Context: an optimization exercise on an open-source flow, tuned for small area and a short achievable clock period. The choices shown serve that exercise and are no tape-out recipe. RTL that was checked went through simulation tests only; none was proved equivalent to the original. Power is estimated from default activity; no workload was simulated.

Setup of v53:
## pipelined_boothe_multiplier
module pipelined_boothe_multiplier #(
    parameter WIDTH = 32
) (
    input clk,
    input reset,
    input en,
    input [WIDTH - 1: 0] md,
    input [WIDTH - 1: 0] mr,
    output [(2 * WIDTH) - 1: 0] s_result
);
clock: 5.0 ns
lec_check: 0
cap_margin: 20
core_margin: 2
core_utilization: 60
cts_cluster_diameter: 100
cts_cluster_size: 30
place_density: 0.7
setup_slack_margin: 2.85
slew_margin: 20
synth_hierarchical: 1
synth_minimum_keep_size: 0
tns_end_percent: 80
run.sh (not shown) runs the stock make flow with config.mk's settings and CLKGATE_MAP_FILE= SYNTH_SCRIPT=/design/flow/synth_recipe.tcl, a recipe that flattens the netlist after the stock synthesis.
## Diff of input files: v28 against v53
- changing CORE_UTILIZATION from 60 to 58
- changing SETUP_SLACK_MARGIN from 2.85 to 2.87
- changing TNS_END_PERCENT from 80 to 60
--- outcome ---
Taking v53 as the reference, in v28 final worst slack increased 0.12 ns; share of the final layout cell area in multi-input gates flat; clock network fraction of total power picked up an extra 0.2 points.
Setup changes, v28 to v59
- TNS_END_PERCENT removed (was 60)
- SETUP_SLACK_MARGIN changed from 2.87 to 2.85
--- outcome ---
- Higher fraction of layout cells with a size suffix above 1 goes to v59 over v28.
- Arrival time of data at the critical path endpoint (higher): v59
- v28 has a higher number of global-route vias before repair than v59.
- Final area essentially unchanged between v28 and v59.
- In the reports for v59 and v28, the larger detailed-routed wire length on met3 belongs to v28.
Function was not checked in any run of this note: the RTL went through the layout flow alone.

* * *

== job 9298 ==
Another version of the RTL of pipelined_boothe_multiplier (not shown whole).
Size in the first run: roughly 5800 cells after synthesis, roughly 2300 flip-flops, roughly 130 I/O pins, ~0.075 mm^2 of cells after synthesis.
Settings: LEC_CHECK=0, CAP_MARGIN=20, CORE_MARGIN=2, CORE_UTILIZATION=60, CTS_CLUSTER_DIAMETER=100, CTS_CLUSTER_SIZE=34, PLACE_DENSITY=0.7, SETUP_SLACK_MARGIN=2.82, SLEW_MARGIN=20, SYNTH_HIERARCHICAL=1, SYNTH_MINIMUM_KEEP_SIZE=0; clock period 5.0 ns.
Job 9298 was carried through to the last stage, and its layout satisfied the timing, design-rule and antenna checks.
Edits applied to the flow inputs when going from job 9298 to job 2187:
# job 9298
export LEC_CHECK = 0
export CAP_MARGIN = 20
export CORE_MARGIN = 2
export CORE_UTILIZATION = 60
export CTS_CLUSTER_DIAMETER = 100
export CTS_CLUSTER_SIZE = 34
export PLACE_DENSITY = 0.7
export SETUP_SLACK_MARGIN = 2.82
export SLEW_MARGIN = 20
export SYNTH_HIERARCHICAL = 1
export SYNTH_MINIMUM_KEEP_SIZE = 0
create_clock -name core_clock -period 5.0 [get_ports {clk}]
# job 2187
export LEC_CHECK = 0
export CAP_MARGIN = 20
export CORE_MARGIN = 2
export CORE_UTILIZATION = 60
export CTS_CLUSTER_DIAMETER = 100
export CTS_CLUSTER_SIZE = 30
export PLACE_DENSITY = 0.7
export SETUP_SLACK_MARGIN = 2.85
export SLEW_MARGIN = 20
export SYNTH_HIERARCHICAL = 1
export SYNTH_MINIMUM_KEEP_SIZE = 0
export TNS_END_PERCENT = 60
create_clock -name core_clock -period 5.0 [get_ports {clk}]
Results
Number of buffers added by the clock tree synthesis step ended up about 12% higher on job 2187 than on job 9298.
Job 9298 reports its launch point of the worst path as s32[44] while job 2187 reports s32[45].
Status: final-stage net count parity (job 9298, job 2187)
Proportion of power drawn by combinational gates down 0.3 points in job 2187 wrt job 9298
[inputs] job 8300 vs job 2187
# job 2187
export LEC_CHECK = 0
export CAP_MARGIN = 20
export CORE_MARGIN = 2
export CORE_UTILIZATION = 60
export CTS_CLUSTER_DIAMETER = 100
export CTS_CLUSTER_SIZE = 30
export PLACE_DENSITY = 0.7
export SETUP_SLACK_MARGIN = 2.85
export SLEW_MARGIN = 20
export SYNTH_HIERARCHICAL = 1
export SYNTH_MINIMUM_KEEP_SIZE = 0
export TNS_END_PERCENT = 60
create_clock -name core_clock -period 5.0 [get_ports {clk}]
# job 8300
export LEC_CHECK = 0
export CAP_MARGIN = 20
export CORE_MARGIN = 2
export CORE_UTILIZATION = 65
export CTS_CLUSTER_DIAMETER = 100
export CTS_CLUSTER_SIZE = 30
export PLACE_DENSITY = 0.75
export SETUP_SLACK_MARGIN = 2.88
export SLEW_MARGIN = 20
export SYNTH_HIERARCHICAL = 1
export SYNTH_MINIMUM_KEEP_SIZE = 0
create_clock -name core_clock -period 5.0 [get_ports {clk}]
--- outcome ---
Job 8300 | stages: all done | timing, DRC, antenna: all pass
Side by side, routing usage on met2 turned out higher in job 8300 than in job 2187.
Starting density of the core: higher on job 8300
Total power after layout in job 8300 is 1.9% higher than in job 2187
Of job 2187 and job 8300, the run reporting the higher number of nets in the layout was job 8300.
| internal cell power | higher: job 8300 |
Job 8300 against job 2187: clock network fraction of total power lost 0.3 points, max-slew violation count comparable, flip-flop and latch count closely matched the old numbers, worst-case setup margin in the final layout shrank by 17 ps.
Number of clock-tree buffers in the layout, job 2187 and job 8300, higher one = job 2187.
## Diff of input files: job 5835 against job 8300
# job 8300
export LEC_CHECK = 0
export CAP_MARGIN = 20
export CORE_MARGIN = 2
export CORE_UTILIZATION = 65
export CTS_CLUSTER_DIAMETER = 100
export CTS_CLUSTER_SIZE = 30
export PLACE_DENSITY = 0.75
export SETUP_SLACK_MARGIN = 2.88
export SLEW_MARGIN = 20
export SYNTH_HIERARCHICAL = 1
export SYNTH_MINIMUM_KEEP_SIZE = 0
create_clock -name core_clock -period 5.0 [get_ports {clk}]
# job 5835
export LEC_CHECK = 0
export CAP_MARGIN = 20
export CORE_MARGIN = 2
export CORE_UTILIZATION = 60
export CTS_CLUSTER_DIAMETER = 100
export CTS_CLUSTER_SIZE = 30
export PLACE_DENSITY = 0.7
export SETUP_SLACK_MARGIN = 2.87
export SLEW_MARGIN = 20
export SYNTH_HIERARCHICAL = 1
export SYNTH_MINIMUM_KEEP_SIZE = 0
export TNS_END_PERCENT = 60
create_clock -name core_clock -period 5.0 [get_ports {clk}]
[summary]
Looking at job 8300 and job 5835, the post-route minimum period is a wash.
Looking at job 8300 and job 5835, the number of hold-slack violations in the final timing report is a wash.
The fraction of the core area covered by cells at the end of the flow number comes out lower for job 5835 vs job 8300.
Run comparison: job 8300 capture point of the worst path s_result[13]; job 5835 capture point of the worst path s_result[21]
## Diff of input files: job 1809 against job 5835
# job 5835
export LEC_CHECK = 0
export CAP_MARGIN = 20
export CORE_MARGIN = 2
export CORE_UTILIZATION = 60
export CTS_CLUSTER_DIAMETER = 100
export CTS_CLUSTER_SIZE = 30
export PLACE_DENSITY = 0.7
export SETUP_SLACK_MARGIN = 2.87
export SLEW_MARGIN = 20
export SYNTH_HIERARCHICAL = 1
export SYNTH_MINIMUM_KEEP_SIZE = 0
export TNS_END_PERCENT = 60
create_clock -name core_clock -period 5.0 [get_ports {clk}]
# job 1809
export LEC_CHECK = 0
export CAP_MARGIN = 20
export CORE_MARGIN = 2
export CORE_UTILIZATION = 60
export CTS_CLUSTER_DIAMETER = 100
export CTS_CLUSTER_SIZE = 30
export PLACE_DENSITY = 0.7
export SETUP_SLACK_MARGIN = 2.88
export SLEW_MARGIN = 20
export SYNTH_HIERARCHICAL = 1
export SYNTH_MINIMUM_KEEP_SIZE = 0
create_clock -name core_clock -period 5.0 [get_ports {clk}]
==> run summary <==
- Job 5835 ended up with s32[21] as its critical path startpoint; job 1809 ended up with s3[132].
- In job 1809 relative to job 5835, non-filler instance count after layout had gone up slightly.
- The initial antenna violation count of job 1809 is lower than that of job 5835.
- Compared to job 5835, job 1809 has post-route minimum period 11 ps higher.

## static timing again, ports no longer ideal
No port has a modelled driver above. Below, the same layouts with a new extraction and two added sets of constraints.
Step 1 sets driving cells, clkbuf_16 on the clock port and buf_2 on the other inputs (assumed; they add their load-dependent delay and slew).
Step 2 moves the port delays by t, midway between the first and last clock arrival at a register: inputs arrive t later, outputs are due t later. That takes back most of the time a late clock gives input paths.
Slacks: no drivers / after step 1 / after step 2; pairs: no drivers / after step 1.
run	t (ns)	setup WS [ns]	pins driven straight from the clock port
v53	0.796	2.722 / 2.641 / 2.360	1
v28	0.790	2.840 / 2.765 / 2.381	1
v59	0.792	2.814 / 2.735 / 2.456	1
job 9298	0.756	2.861 / 2.791 / 2.408	1
job 2187	0.766	2.851 / 2.780 / 2.499	1
job 8300	0.772	2.834 / 2.763 / 2.328	1
job 5835	0.781	2.836 / 2.765 / 2.377	1
job 1809	0.793	2.825 / 2.772 / 2.355	1
After both steps setup and hold are still met in every run listed. The setup slack of job 8300, which loses most, moves by -0.071 ns with the drivers and by -0.506 ns with both steps.
